From an optimization exercise on the open Yosys and OpenROAD flow, aimed at small area and a short achievable clock period; shortcuts taken in it are not production practice.
Where RTL was checked, it was by simulation tests only, not by an equivalence proof against the original.
No activity file was given, so power comes from the tool's default toggle rates.

== lane 5 ==
==> flow/design.v <==
`timescale 1ns/1ns
module CAM #(parameter SIZE=32)(
	input 							clock, reset,
	input 							enable,
	input 							command,
	input[31:0]						data,
	input[$clog2(SIZE)-1:0]			write_idx,
	output reg[$clog2(SIZE)-1:0]	read_idx,
	output reg						hit
);
	localparam IW = $clog2(SIZE);
	wire wr = enable & command;
	wire rd = enable & ~command;
	reg [SIZE-1:0] valid;
	wire [SIZE-1:0] match;
	genvar i;
	generate for (i = 0; i < SIZE; i = i + 1) begin : e
		reg [31:0] word;
		always @(posedge clock)
			if (!reset && wr && write_idx == i)
				word <= data;
		assign match[i] = valid[i] && (word == data);
	end endgenerate
	always @(posedge clock)
		if (reset)
			valid <= 0;
		else if (wr)
			valid[write_idx] <= 1'b1;
	reg [IW-1:0] idx;
	integer k;
	always @* begin
		idx = 0;
		for (k = SIZE - 1; k >= 0; k = k - 1)
			if (match[k]) idx = k;
	end
	always @(posedge clock)
		if (reset || !rd) begin
			hit <= 1'b0;
			read_idx <= 0;
		end else begin
			hit <= |match;
			read_idx <= idx;
		end
endmodule
clock: 4.5 ns
lec_check: 0
cap_margin: 20
core_margin: 2
core_utilization: 40
setup_slack_margin: 1.5
slew_margin: 20
run.sh (not shown) runs the stock make flow with config.mk's settings and CLKGATE_MAP_FILE= SYNTH_SCRIPT=/design/flow/synth_recipe.tcl, a recipe that flattens the netlist after the stock synthesis.
Edits applied to the flow inputs when going from lane 5 to lane 2:
- a deleted SETUP_SLACK_MARGIN that had been 1.5
[summary]
Summary: with lane 5 as the reference, number of ordinary and repair buffers in the finished layout in lane 2 moved down by more than 10%. Delta (lane 2 minus lane 5): combinational cell fraction of total power moved down, peak ir drop on the vdd network moved down, tightest hold margin moved up, post-route standard cell area excluding fillers moved down, number of antenna diodes moved down. | setup slack of the critical path after layout | lane 2 vs lane 5 | 0.45 ns lower |.
No run of this note included a check of the RTL's function; only the layout flow was run.


== build 77 ==
// CAM: RTL as listed in full above, without the edits since
clock: 4.5 ns
lec_check: 0
cap_margin: 20
core_margin: 2
core_utilization: 40
setup_slack_margin: 2.2
slew_margin: 20
Build 77: full flow OK, the timing, design-rule and antenna checks passed
Relative to build 77, the following input files were edited for build 55:
Settings: a change of CORE_UTILIZATION from 40 to 65; an added PLACE_DENSITY of 0.75.
Notes after the runs:
Against build 77 as the reference, build 55 delivers a higher fraction of final layout cells sized beyond drive strength 1. Density: build 55 denser than build 77. The estimated power of build 55 ends up lower than the estimate for build 77. Measured against each other, build 77 and build 55 differ in layout clock buffer count, the lower figure coming from build 55. In the reports for build 77 and build 55, the larger total number of vias belongs to build 55. Lower cell count after placement goes to build 55 over build 77. As far as net count after synthesis goes, build 77 and build 55 are indistinguishable; the numbers are identical.
Here is what was changed in the inputs of build 53 compared with build 55.
Settings: putting ABC_AREA at 1 where nothing was set; clearing PLACE_DENSITY, which used to be 0.75; swapping 2.2 for 2.3 in SETUP_SLACK_MARGIN; swapping 65 for 40 in CORE_UTILIZATION.
- Comparing build 53 and build 55, summed instance area of the synthesized netlist is lower on build 55.
- Build 53 falls short of build 55 in internal power.
- Cmp build 53 and build 55 / fraction of standard cell area that is sequential / lower: build 55
Function was not checked in any run of this note: the RTL went through the layout flow alone.


CAM, a different RTL version from the one above (not shown whole).
Size: roughly 3,300 cells after synthesis, about 1,100 flip-flops, about 47 I/O pins.
Settings: LEC_CHECK=0, CAP_MARGIN=20, CORE_MARGIN=2, CORE_UTILIZATION=40, SETUP_SLACK_MARGIN=2.3, SLEW_MARGIN=20, SYNTH_HIERARCHICAL=1, SYNTH_MINIMUM_KEEP_SIZE=0; clock period 4.5 ns.
==> next run, changes <==
CTS_BUF_LIST = sky130_fd_sc_hd__clkbuf_8 sky130_fd_sc_hd__clkbuf_16   (was not set)
CTS_CLUSTER_DIAMETER = 80   (was not set)
CTS_CLUSTER_SIZE = 20   (was not set)
SETUP_SLACK_MARGIN = 2.5   (was 2.3)
The changed run completed without violations.
Die area stays the same.
Power fell by 14%.
Critical path depth went up by 2.
Area after synthesis does not change.
==> next run, changes <==
SETUP_SLACK_MARGIN = 2.3   (was 2.5)
The changed run produced a clean layout.
Synthesized area stays the same.
Cell area goes down by 5.8%.
Setup slack is worse by 87 ps.
Non-clock buffer count goes down by 154.
Count of clock-buffer cells in the layout goes down by 2.
Function was not checked in any run of this note: the RTL went through the layout flow alone.


Another version of the RTL of CAM (not shown whole).
Size: roughly 1,100 flip-flops, roughly 47 I/O pins, roughly 46,000 sq um of cells after synthesis.
clock: 4.5 ns
lec_check: 0
cap_margin: 20
core_margin: 2
core_utilization: 40
cts_buf_list: sky130_fd_sc_hd__clkbuf_8 sky130_fd_sc_hd__clkbuf_16
cts_cluster_diameter: 80
cts_cluster_size: 20
setup_slack_margin: 2.3
slew_margin: 20
synth_hierarchical: 1
synth_minimum_keep_size: 0
Change:
- CTS_BUF_LIST: sky130_fd_sc_hd__clkbuf_8 sky130_fd_sc_hd__clkbuf_16 -> not set
- CTS_CLUSTER_DIAMETER: 80 -> not set
- CTS_CLUSTER_SIZE: 20 -> not set
The new run completed without violations.
Synthesized area is unchanged.
Wire length goes down by 0.71%.
Count of clock-buffer cells in the layout went up by 91.
Setup slack improved by 88 ps.
Die area is unchanged.
Maximum frequency increases by 3.9%.


orange:
CAM, a different RTL version from the one above (not shown whole).
Size: about 4800 cells after synthesis, roughly 47 I/O pins, roughly 49000 sq um of cells after synthesis.
export LEC_CHECK = 0
export ABC_AREA = 1
export CAP_MARGIN = 20
export CORE_MARGIN = 2
export CORE_UTILIZATION = 40
export SETUP_SLACK_MARGIN = 2.3
export SLEW_MARGIN = 20
export TNS_END_PERCENT = 5
create_clock -name core_clock -period 4.5 [get_ports {clock}]
The flow did not stop early for orange: all stages ran, and the layout cleared the timing, design-rule and antenna checks.
--- input diff orange..blue ---
Settings: clearing TNS_END_PERCENT, which used to be 5.
[summary]
Going from orange to blue, final critical delay including setup and external delays lower; share of cells above drive strength 1 went up; count of inverters not on the clock network in the layout held; minimum hold slack now smaller. Period utilization in blue is 0.74 points below orange. Compound-cell area share of the yosys netlist: blue vs orange identical.


== ember ==
CAM, a different RTL version from the one above (not shown whole).
For scale: ~1100 flip-flops, roughly 47 I/O pins, ~46000 sq um of cells after synthesis.
Design CAM, start of the top module:
module CAM #(parameter SIZE=32)(
	input 							clock, reset,
	input 							enable,
	input 							command,
	input[31:0]						data,
	input[$clog2(SIZE)-1:0]			write_idx,
	output reg[$clog2(SIZE)-1:0]	read_idx,
	output reg						hit
);
	localparam IW = $clog2(SIZE);	 
	wire wr = enable & command;
	wire rd = enable & ~command;
	reg [SIZE-1:0] valid;
	wire search = rd && !reset;		 
	wire [SIZE-1:0] z;				 
	wire [3:0] we_lo;
	wire [7:0] we_hi;
	wire [SIZE-1:0] we;
	genvar i;
	generate for (i = 0; i < 4; i = i + 1) begin : pl
		assign we_lo[i] = write_idx[1:0] == i;
	end
	for (i = 0; i < 8; i = i + 1) begin : ph
		assign we_hi[i] = !reset && wr && write_idx[4:2] == i;
	end
	for (i = 0; i < SIZE; i = i + 1) begin : e
		reg [31:0] word;
		CAM_and2 u_we (.a(we_lo[i % 4]), .b(we_hi[i / 4]), .y(we[i]));
		always @(posedge clock)
			if (we[i])
				word <= data;
		wire live;
		CAM_and2 u_live (.a(valid[i]), .b(search), .y(live));
		CAM_miss u_miss (.word(word), .key(data), .valid(live), .z(z[i]));
	end endgenerate
	wire			any;
	wire [IW-1:0]	first;
	CAM_first u_first (.z(z), .hit(any), .idx(first));
	always @(posedge clock) begin
		hit <= any;
		read_idx <= first;
	end
	always @(posedge clock)
		if (reset)
  ...
make LEC_CHECK=0 CAP_MARGIN=20 CORE_MARGIN=2 CORE_UTILIZATION=40 CTS_BUF_LIST=sky130_fd_sc_hd__clkbuf_8 CTS_CLUSTER_DIAMETER=80 CTS_CLUSTER_SIZE=12 SETUP_SLACK_MARGIN=2.3 SLEW_MARGIN=20 SYNTH_HIERARCHICAL=1 SYNTH_MINIMUM_KEEP_SIZE=0 TNS_END_PERCENT=30 finish   # period 4.5 ns
Changes in tundra relative to ember:
- CTS_CLUSTER_SIZE changed from 12 to 17
- TNS_END_PERCENT removed (was 30)
[summary]
Going from ember to tundra, first-pass GRT wire length grows by 9900 microns.
Relative to ember, the maximum resistive drop on vdd measured on tundra has decreased by a little under 10%.
Comparing final wirelength for tundra and ember, the smaller number came from tundra.
e[27].word[27] as the worst setup path endpoint was reported by tundra, and read_idx[3] by ember.
The hold slack of tundra was superior to that of ember.
From ember to tundra the numbers moved as follows: cell area after layout rose about 0.3%; register-to-register slack fell 0.04 ns; synthesized-area fraction occupied by adder cells about even.
tundra finished every stage and its layout cleared the timing, design-rule and antenna checks.
The higher number of clock buffers in the layout came out of ember.
Of tundra and ember, it is tundra that has the higher setup slack.
STATUS total chip power: tundra wins against ember
For tundra, the standard cell with the maximum stage delay on the critical path was sky130_fd_sc_hd__or3_4, unlike ember, where it was sky130_fd_sc_hd__dfxtp_4.
In terms of cell count, tundra and ember differ only marginally.
--- input diff tundra..sierra ---
- a change of CTS_CLUSTER_SIZE from 17 to 12
- a change of CORE_UTILIZATION from 40 to 55
--- outcome ---
- Width of the chip ended up 15% lower on sierra than on tundra.
- From tundra to sierra the numbers moved as follows: critical path depth moved up, utilization moved up.
> inputs changed (sierra -> xenon)
- swapping sky130_fd_sc_hd__clkbuf_8 for sky130_fd_sc_hd__clkbuf_8 sky130_fd_sc_hd__clkbuf_16 in CTS_BUF_LIST
- swapping 55 for 40 in CORE_UTILIZATION
- swapping 12 for 20 in CTS_CLUSTER_SIZE
==> summary.txt <==
- For sierra and xenon, there was not a single run that failed to finish clean.
- Worst min-delay path category = in -> reg: sierra; worst min-delay path category = reg -> reg: xenon
- Higher non-filler instance count after layout goes to xenon over sierra.
- Measured against sierra, the total vias in the final route of xenon comes out at 0.944 times the reference value.
- [compare] base=sierra new=xenon: area of all sequential standard cells about even; routed wire length on met2 fell 15%; layout clock buffer count fell 37; non-clock buffer count fell 25%; total non-filler cell area in the finished layout rose about 0.8%.
- Compare sierra and xenon | required time at the endpoint of the critical path higher: xenon


build 43:
Starting RTL as in the previous note.
Settings: LEC_CHECK=0, CAP_MARGIN=20, CORE_MARGIN=2, CORE_UTILIZATION=40, CTS_BUF_LIST=sky130_fd_sc_hd__clkbuf_8 sky130_fd_sc_hd__clkbuf_16, CTS_CLUSTER_DIAMETER=80, CTS_CLUSTER_SIZE=20, SETUP_SLACK_MARGIN=2.4, SLEW_MARGIN=20, SYNTH_HIERARCHICAL=1, SYNTH_MINIMUM_KEEP_SIZE=0; clock period 4.5 ns.
> inputs changed (build 43 -> build 85)
--- a/flow/config.mk
+++ b/flow/config.mk
@@ -9,9 +9,10 @@
 export CORE_MARGIN = 2
 export CORE_UTILIZATION = 40
-export CTS_BUF_LIST = sky130_fd_sc_hd__clkbuf_8 sky130_fd_sc_hd__clkbuf_16
+export CTS_BUF_LIST = sky130_fd_sc_hd__clkbuf_8
 export CTS_CLUSTER_DIAMETER = 80
-export CTS_CLUSTER_SIZE = 20
-export SETUP_SLACK_MARGIN = 2.4
+export CTS_CLUSTER_SIZE = 12
+export SETUP_SLACK_MARGIN = 2.3
 export SLEW_MARGIN = 20
 export SYNTH_HIERARCHICAL = 1
 export SYNTH_MINIMUM_KEEP_SIZE = 0
+export TNS_END_PERCENT = 10
--- outcome ---
Compared with build 43, build 85 shows number of fill cells in the layout that has gone up by a few percent. Final cell area: build 85 below build 43. Per the comparison of build 85 with build 43, final cell count decreased by 99 relative to the old numbers; data required time of the worst path went down 0.23 ns; synthesized cell count ~0 delta; number of buffers and inverters on the critical path shrank by 1. Looking at final wirelength, build 85 sits 19% below build 43. Comparing build 43 and build 85, the higher pin count of the biggest net entering global routing is on build 85. In the flow results for build 43 and build 85, the count of clock-net buffers in the final layout is smaller on build 43.
For build 54, these inputs were changed with respect to build 85:
--- a/flow/config.mk
+++ b/flow/config.mk
@@ -16,3 +16,2 @@
 export SYNTH_HIERARCHICAL = 1
 export SYNTH_MINIMUM_KEEP_SIZE = 0
-export TNS_END_PERCENT = 10
Findings:
Final cell area: build 54 above build 85. In the tables for build 54 and build 85, multi-input logic portion of the cell area reads higher with build 85. Changes observed in build 54 relative to build 85: post-cts sizing count shows a reduction of 8, number of buffers and inverters on the critical path picked up an extra 2. Build 54 — clock network fraction of total power 0.2 points higher, build 85 as reference. Build 54 vs build 85 — fill cell total of the finished layout dropped 135. Build 54 vs build 85 — routability-driven placement congestion ratio rose 1.2%. Compared with build 85, in build 54 minimum clock period lost 0.098 ns; clock power picked up an extra about 0.9%; global-route usage picked up an extra 0.18 points.
### build 54 -> build 48
--- a/flow/config.mk
+++ b/flow/config.mk
@@ -9,7 +9,8 @@
 export CORE_MARGIN = 2
 export CORE_UTILIZATION = 40
-export CTS_BUF_LIST = sky130_fd_sc_hd__clkbuf_8
+export CTS_BUF_LIST = sky130_fd_sc_hd__clkbuf_8 sky130_fd_sc_hd__clkbuf_16
 export CTS_CLUSTER_DIAMETER = 80
-export CTS_CLUSTER_SIZE = 12
+export CTS_CLUSTER_SIZE = 20
+export GPL_ROUTABILITY_DRIVEN = 0
 export SETUP_SLACK_MARGIN = 2.3
 export SLEW_MARGIN = 20
--- outcome ---
Going from build 54 to build 48, cell-internal power grew by a few percent.
Looking only at maximum vdd drop, and setting everything else aside, the higher value of build 54 and build 48 goes to build 48.
Final cell area excluding filler cells (lower): build 54
Build 48 vs. build 54: core utilization of the finished layout went up 0.19 points; post-route total power went up 3.0%; part of the power in registers went down 1.8 points; switching power as a share of total power went down 0.60 points; final-layout worst hold slack held.
For the relative slew slack, build 48 came in 0.83 points higher than build 54 did.
Relative to build 48, the following input files were edited for build 25:
--- a/flow/config.mk
+++ b/flow/config.mk
@@ -11,6 +11,5 @@
 export CTS_BUF_LIST = sky130_fd_sc_hd__clkbuf_8 sky130_fd_sc_hd__clkbuf_16
 export CTS_CLUSTER_DIAMETER = 80
-export CTS_CLUSTER_SIZE = 20
-export GPL_ROUTABILITY_DRIVEN = 0
+export CTS_CLUSTER_SIZE = 25
 export SETUP_SLACK_MARGIN = 2.3
 export SLEW_MARGIN = 20
Build 25 has total chip power below what build 48 had. Looking at critical path endpoint, the read_idx[1] result is from build 48; the read_idx[0] one comes from build 25. Diff build 48..build 25 | count of mapped cells out of synthesis | negligible. On layout-stage area growth over the synthesis result, build 48 tracks build 25 almost exactly. | global-route usage | build 25 vs build 48 | 0.43 points higher |. Compared with build 48, count of clock-buffer cells in the layout in build 25 decreased by more than 10%. The met3 wire length number comes out higher for build 48 vs build 25. Any difference in proportion of cell area occupied by registers between build 48 and build 25 is small enough to ignore. Between build 48 and build 25, the flow reports power consumed by the clock network decreasing by a few percent.
### build 25 -> build 61
--- a/flow/config.mk
+++ b/flow/config.mk
@@ -8,8 +8,8 @@
 export CAP_MARGIN = 20
 export CORE_MARGIN = 2
-export CORE_UTILIZATION = 40
-export CTS_BUF_LIST = sky130_fd_sc_hd__clkbuf_8 sky130_fd_sc_hd__clkbuf_16
+export CORE_UTILIZATION = 70
+export CTS_BUF_LIST = sky130_fd_sc_hd__clkbuf_8
 export CTS_CLUSTER_DIAMETER = 80
-export CTS_CLUSTER_SIZE = 25
+export CTS_CLUSTER_SIZE = 12
 export SETUP_SLACK_MARGIN = 2.3
 export SLEW_MARGIN = 20
### Flow results
Final period utilization on build 61 is up relative to build 25. Build 61 | status: complete | timing, DRC, antenna: pass. Average wire per cell in the routed design, build 25 and build 61, lower one = build 25. Build 25 ended up with sky130_fd_sc_hd__nor2_4 as its cell at the slowest stage of the critical path; build 61 ended up with sky130_fd_sc_hd__buf_16. Build 61 ended up with a lower clock share of power than build 25 did. Global routing met2 resource utilization: lower on build 25.

port drivers added, routing unchanged:
The results above use ideal ports. As a check the final layouts listed here were re-extracted and re-timed, cells and wires unchanged. Step 1: set_driving_cell puts a clkbuf_16 on clock and a buf_2 on each other input, an assumption about the parent block. Step 2, shift: input delay + t, output delay - t, t = (earliest + latest rising clock arrival at the registers) / 2. This alone moves slack from input paths to output paths. a / b / c = no drivers / after step 1 / after step 2; a / b = the first two.
| run | t, ns | slack for setup (ns) | worst hold slack (ns) | worst register clock-pin slew, ns |
|---|---|---|---|---|
| lane 5 | 0.746 | 1.525 / 1.491 / 0.745 | 0.480 / 0.480 / 0.480 | 0.06 / 0.06 |
| lane 2 | 0.748 | 1.073 / 1.113 / 0.365 | 0.493 / 0.493 / 0.493 | 0.07 / 0.07 |
| build 77 | 0.760 | 1.633 / 1.631 / 0.871 | 0.441 / 0.455 / 0.476 | 0.07 / 0.07 |
| build 55 | 0.732 | 1.622 / 1.581 / 0.848 | 0.475 / 0.475 / 0.475 | 0.07 / 0.07 |
| build 53 | 0.773 | 1.051 / 0.958 / 0.185 | 0.464 / 0.450 / 0.473 | 0.07 / 0.07 |
| the first run of note 3 | 0.747 | 2.265 / 2.139 / 1.392 | 0.467 / 0.463 / 0.467 | 0.07 / 0.07 |
| the second run of note 3 | 0.768 | 2.302 / 2.201 / 1.434 | 0.451 / 0.470 / 0.498 | 0.09 / 0.09 |
| the third run of note 3 | 0.735 | 2.215 / 2.095 / 1.360 | 0.474 / 0.463 / 0.474 | 0.09 / 0.09 |
| the first run of note 4 | 0.746 | 2.181 / 2.182 / 1.436 | 0.474 / 0.510 / 0.532 | 0.09 / 0.09 |
| the second run of note 4 | 0.762 | 2.268 / 2.134 / 1.372 | 0.479 / 0.493 / 0.524 | 0.07 / 0.07 |
| orange | 0.776 | 2.154 / 2.170 / 1.402 | 0.459 / 0.461 / 0.461 | 0.07 / 0.07 |
| blue | 0.768 | 2.188 / 2.086 / 1.318 | 0.454 / 0.454 / 0.454 | 0.07 / 0.07 |
| ember | 0.818 | 2.246 / 2.174 / 1.356 | 0.464 / 0.458 / 0.469 | 0.10 / 0.10 |
| tundra | 0.802 | 2.290 / 2.232 / 1.430 | 0.472 / 0.473 / 0.473 | 0.12 / 0.12 |
| sierra | 0.806 | 2.264 / 2.175 / 1.369 | 0.398 / 0.374 / 0.462 | 0.09 / 0.09 |
| xenon | 0.755 | 2.315 / 2.232 / 1.477 | 0.469 / 0.469 / 0.469 | 0.09 / 0.09 |
| build 43 | 0.764 | 2.386 / 2.235 / 1.471 | 0.471 / 0.471 / 0.471 | 0.09 / 0.09 |
| build 85 | 0.799 | 2.207 / 2.192 / 1.393 | 0.475 / 0.475 / 0.475 | 0.10 / 0.10 |
| build 54 | 0.812 | 2.305 / 2.242 / 1.431 | 0.471 / 0.465 / 0.471 | 0.09 / 0.09 |
| build 48 | 0.755 | 2.315 / 2.232 / 1.477 | 0.469 / 0.469 / 0.469 | 0.09 / 0.09 |
| build 25 | 0.734 | 2.309 / 2.125 / 1.390 | 0.474 / 0.474 / 0.474 | 0.10 / 0.10 |
| build 61 | 0.804 | 2.262 / 2.122 / 1.317 | 0.444 / 0.456 / 0.456 | 0.09 / 0.09 |
After both steps every run listed still meets setup and hold. For build 61, which loses most, drivers alone change the setup slack by -0.140 ns; drivers and shift together by -0.945 ns.
